What follows belongs to an exercise in optimizing a design on an open flow for small area; a production flow would make more cautious choices.
Only simulation tests tie the RTL to the original design; equivalence was not proved.

Design top, start of the top module:
module top (
  input         Clk,
  input         Reset,   
  input         InValid,
  input  [19:0] InData1,
  input  [19:0] InData2,
  input  [19:0] InData3,
  input  [19:0] InData4,
  output        OutValid,
  output [19:0] OutData1,
  output [19:0] OutData2,
  output [19:0] OutData3,
  output [19:0] OutData4
);
  localparam [15:0] PR1 = 16'b1010010010010010;
  localparam [15:0] PR2 = 16'b1100100100100100;
  localparam [15:0] PR3 = 16'b1100100100100100;
  localparam [15:0] PR4 = 16'b1100100100100100;
  localparam [15:0] PR5 = 16'b1100100100100100;
  localparam [15:0] PR6 = 16'b1100100100100100;
  localparam D = 5;
  function integer pc(input [15:0] v);
    integer i;
    begin
      pc = 0;
      for (i = 0; i < 16; i = i + 1) if (v[i]) pc = pc + 1;
    end
  endfunction
  localparam T1 = pc(PR1);
  localparam T2 = T1 + pc(PR2);
  localparam T3 = T2 + pc(PR3);
  localparam T4 = T2 + pc(PR4);
  localparam IN5 = (T3 > T4) ? T3 : T4;
  localparam T5 = IN5 + pc(PR5);
  localparam T6 = T5 + pc(PR6);
  localparam TL = T6 + 3 + D + 8;
  reg          inv_q;
  reg [TL-1:1] tl;
  wire [TL-1:0] vt = {tl, InValid & ~inv_q};
  always @(posedge Clk or negedge Reset) begin
    if (!Reset) begin
      inv_q <= 1'b0;
      tl    <= 0;
    end else begin
      inv_q <= InValid;
      tl    <= vt[TL-2:0];
    end
  end
  wire [19:0] r1, r2, r3, r4;
  CORDIC_ARRAY #(.PR1(PR1), .PR2(PR2), .PR3(PR3), .PR4(PR4), .PR5(PR5), .PR6(PR6), .TL(TL)) arr (
    .Clk(Clk), .vt(vt),
    .a1(InData1), .a2(InData2), .a3(InData3), .a4(InData4),
    .r1(r1), .r2(r2), .r3(r3), .r4(r4));
  BACKSUB #(.T3(T3), .T5(T5), .T6(T6), .D(D), .TL(TL)) bs (
    .Clk(Clk), .vt(vt), .r1(r1), .r2(r2), .r3(r3), .r4(r4),
    .OutValid(OutValid), .OutData1(OutData1), .OutData2(OutData2),
    .OutData3(OutData3), .OutData4(OutData4));
endmodule
clock: 11.0 ns
lec_check: 0
abc_area: 1
cap_margin: 20
core_margin: 2
core_utilization: 40
cts_buf_list: sky130_fd_sc_hd__clkbuf_4 sky130_fd_sc_hd__clkbuf_8
gpl_timing_driven: 0
slew_margin: 20
run.sh (not shown) runs the stock make flow with config.mk's settings and CLKGATE_MAP_FILE= SYNTH_SCRIPT=/design/flow/synth_recipe.tcl, a recipe that flattens the netlist after the stock synthesis.
The baseline completed without violations.
==> next run, changes <==
Settings changed: CTS_BUF_LIST sky130_fd_sc_hd__clkbuf_4 sky130_fd_sc_hd__clkbuf_8 to not set, GPL_TIMING_DRIVEN 0 to not set.
What happened: The new run produced a clean layout. Sequential share of layout area went up by 0.17 points. First-iteration DRC count shrinks by 1.6%. Cell area went down by 0.86%. Setup slack gains 0.28 ns. Wire length goes down by 2.3%. Critical path depth went up by 1. Synthesized cell count is unchanged. Count of clock-buffer cells in the layout shrinks by 362.

* * *

Another version of the RTL of top (not shown whole).
Size in the first run: ~39000 cells after synthesis, roughly 160 I/O pins, about 310000 sq um of cells after synthesis.
Settings: LEC_CHECK=0, ABC_AREA=1, CAP_MARGIN=20, CORE_MARGIN=2, CORE_UTILIZATION=55, CTS_CLUSTER_DIAMETER=120, CTS_CLUSTER_SIZE=22, PLACE_DENSITY=0.72, SLEW_MARGIN=20; clock period 11.0 ns.
The baseline finished with timing, DRC and antenna clean.
Change:
Settings changed: PLACE_DENSITY 0.72 to default.
=> The new run passed the timing, DRC and antenna checks; design area hardly moves; final cell count is about the same; clock-buffer cell count rises by 9.
Change:
Settings changed: CORE_UTILIZATION 55 to 40, GPL_TIMING_DRIVEN from default to 0.
Critical path depth is higher by 7.
Die area rises by well over a third.
Clock-buffer cell count falls by 9.
Synthesized cell count stays the same.
Register-to-register slack gets worse by 0.22 ns.
Change:
Settings changed: CORE_UTILIZATION 40 to 65, GPL_TIMING_DRIVEN 0 to default, PLACE_DENSITY from default to 0.8.
The new run finished with timing, DRC and antenna clean.
Register-to-register slack is better by 0.14 ns.
Synthesized cell count stays the same.

* * *

Starting RTL as in the previous note.
Settings: LEC_CHECK=0, ABC_AREA=1, CAP_MARGIN=20, CORE_MARGIN=2, CORE_UTILIZATION=40, CTS_CLUSTER_DIAMETER=120, CTS_CLUSTER_SIZE=22, SLEW_MARGIN=20; clock period 11.0 ns.
The first run completed without violations.
Then changed:
CTS_CLUSTER_DIAMETER = 140   (was 120)
CTS_CLUSTER_SIZE = 25   (was 22)
PLACE_DENSITY = 0.7   (was not set)
=> The new run finished with timing, DRC and antenna clean. Utilization decreases by 0.20 points. Routed wire length decreases by a few percent. First-iteration DRC count increases by roughly a tenth. Area after synthesis does not change. Synthesized cell count stays the same. Cell area decreases slightly.

## static timing again, ports no longer ideal
In the flow no input, the clock included, has a driving cell. The finished layouts below were timed again as built, in two steps. Step 1, drivers: a clkbuf_16 drives Clk and a buf_2 each remaining input, both assumed. Step 2 also shifts input and output timing later by t, the mid clock arrival at the registers, as if the neighbouring blocks saw the same clock. Slacks: no drivers / after step 1 / after step 2; pairs: no drivers / after step 1.
run | t (ns) | setup slack, ns | worst setup path at the end | latest minus earliest clock arrival (ns) | worst slew at a driven data input, ns
the first run of note 1 | 1.374 | 0.338 / 0.338 / -0.490 | input to register | 0.155 / 0.154 | 0.08
the second run of note 1 | 1.140 | 0.615 / 0.615 / 0.240 | input to register | 0.164 / 0.164 | 0.15
the first run of note 2 | 1.116 | 0.272 / 0.149 / 0.244 | input to register | 0.151 / 0.151 | 0.07
the second run of note 2 | 1.118 | 0.212 / 0.087 / 0.164 | input to register | 0.130 / 0.130 | 0.13
the third run of note 2 | 1.129 | 0.137 / 0.001 / 0.056 | input to register | 0.165 / 0.165 | 0.07
the fourth run of note 2 | 1.096 | 0.327 / 0.204 / 0.228 | input to register | 0.144 / 0.144 | 0.13
the first run of note 3 | 1.153 | 0.408 / 0.266 / 0.276 | input to register | 0.161 / 0.160 | 0.08
the second run of note 3 | 1.143 | 0.271 / 0.135 / 0.025 | input to register | 0.174 / 0.174 | 0.11
Met with ideal ports but missed after step 2: setup timing in the first run of note 1. The setup slack of the first run of note 1, which loses most, moves by 0.000 ns with the drivers and by -0.828 ns with both steps.
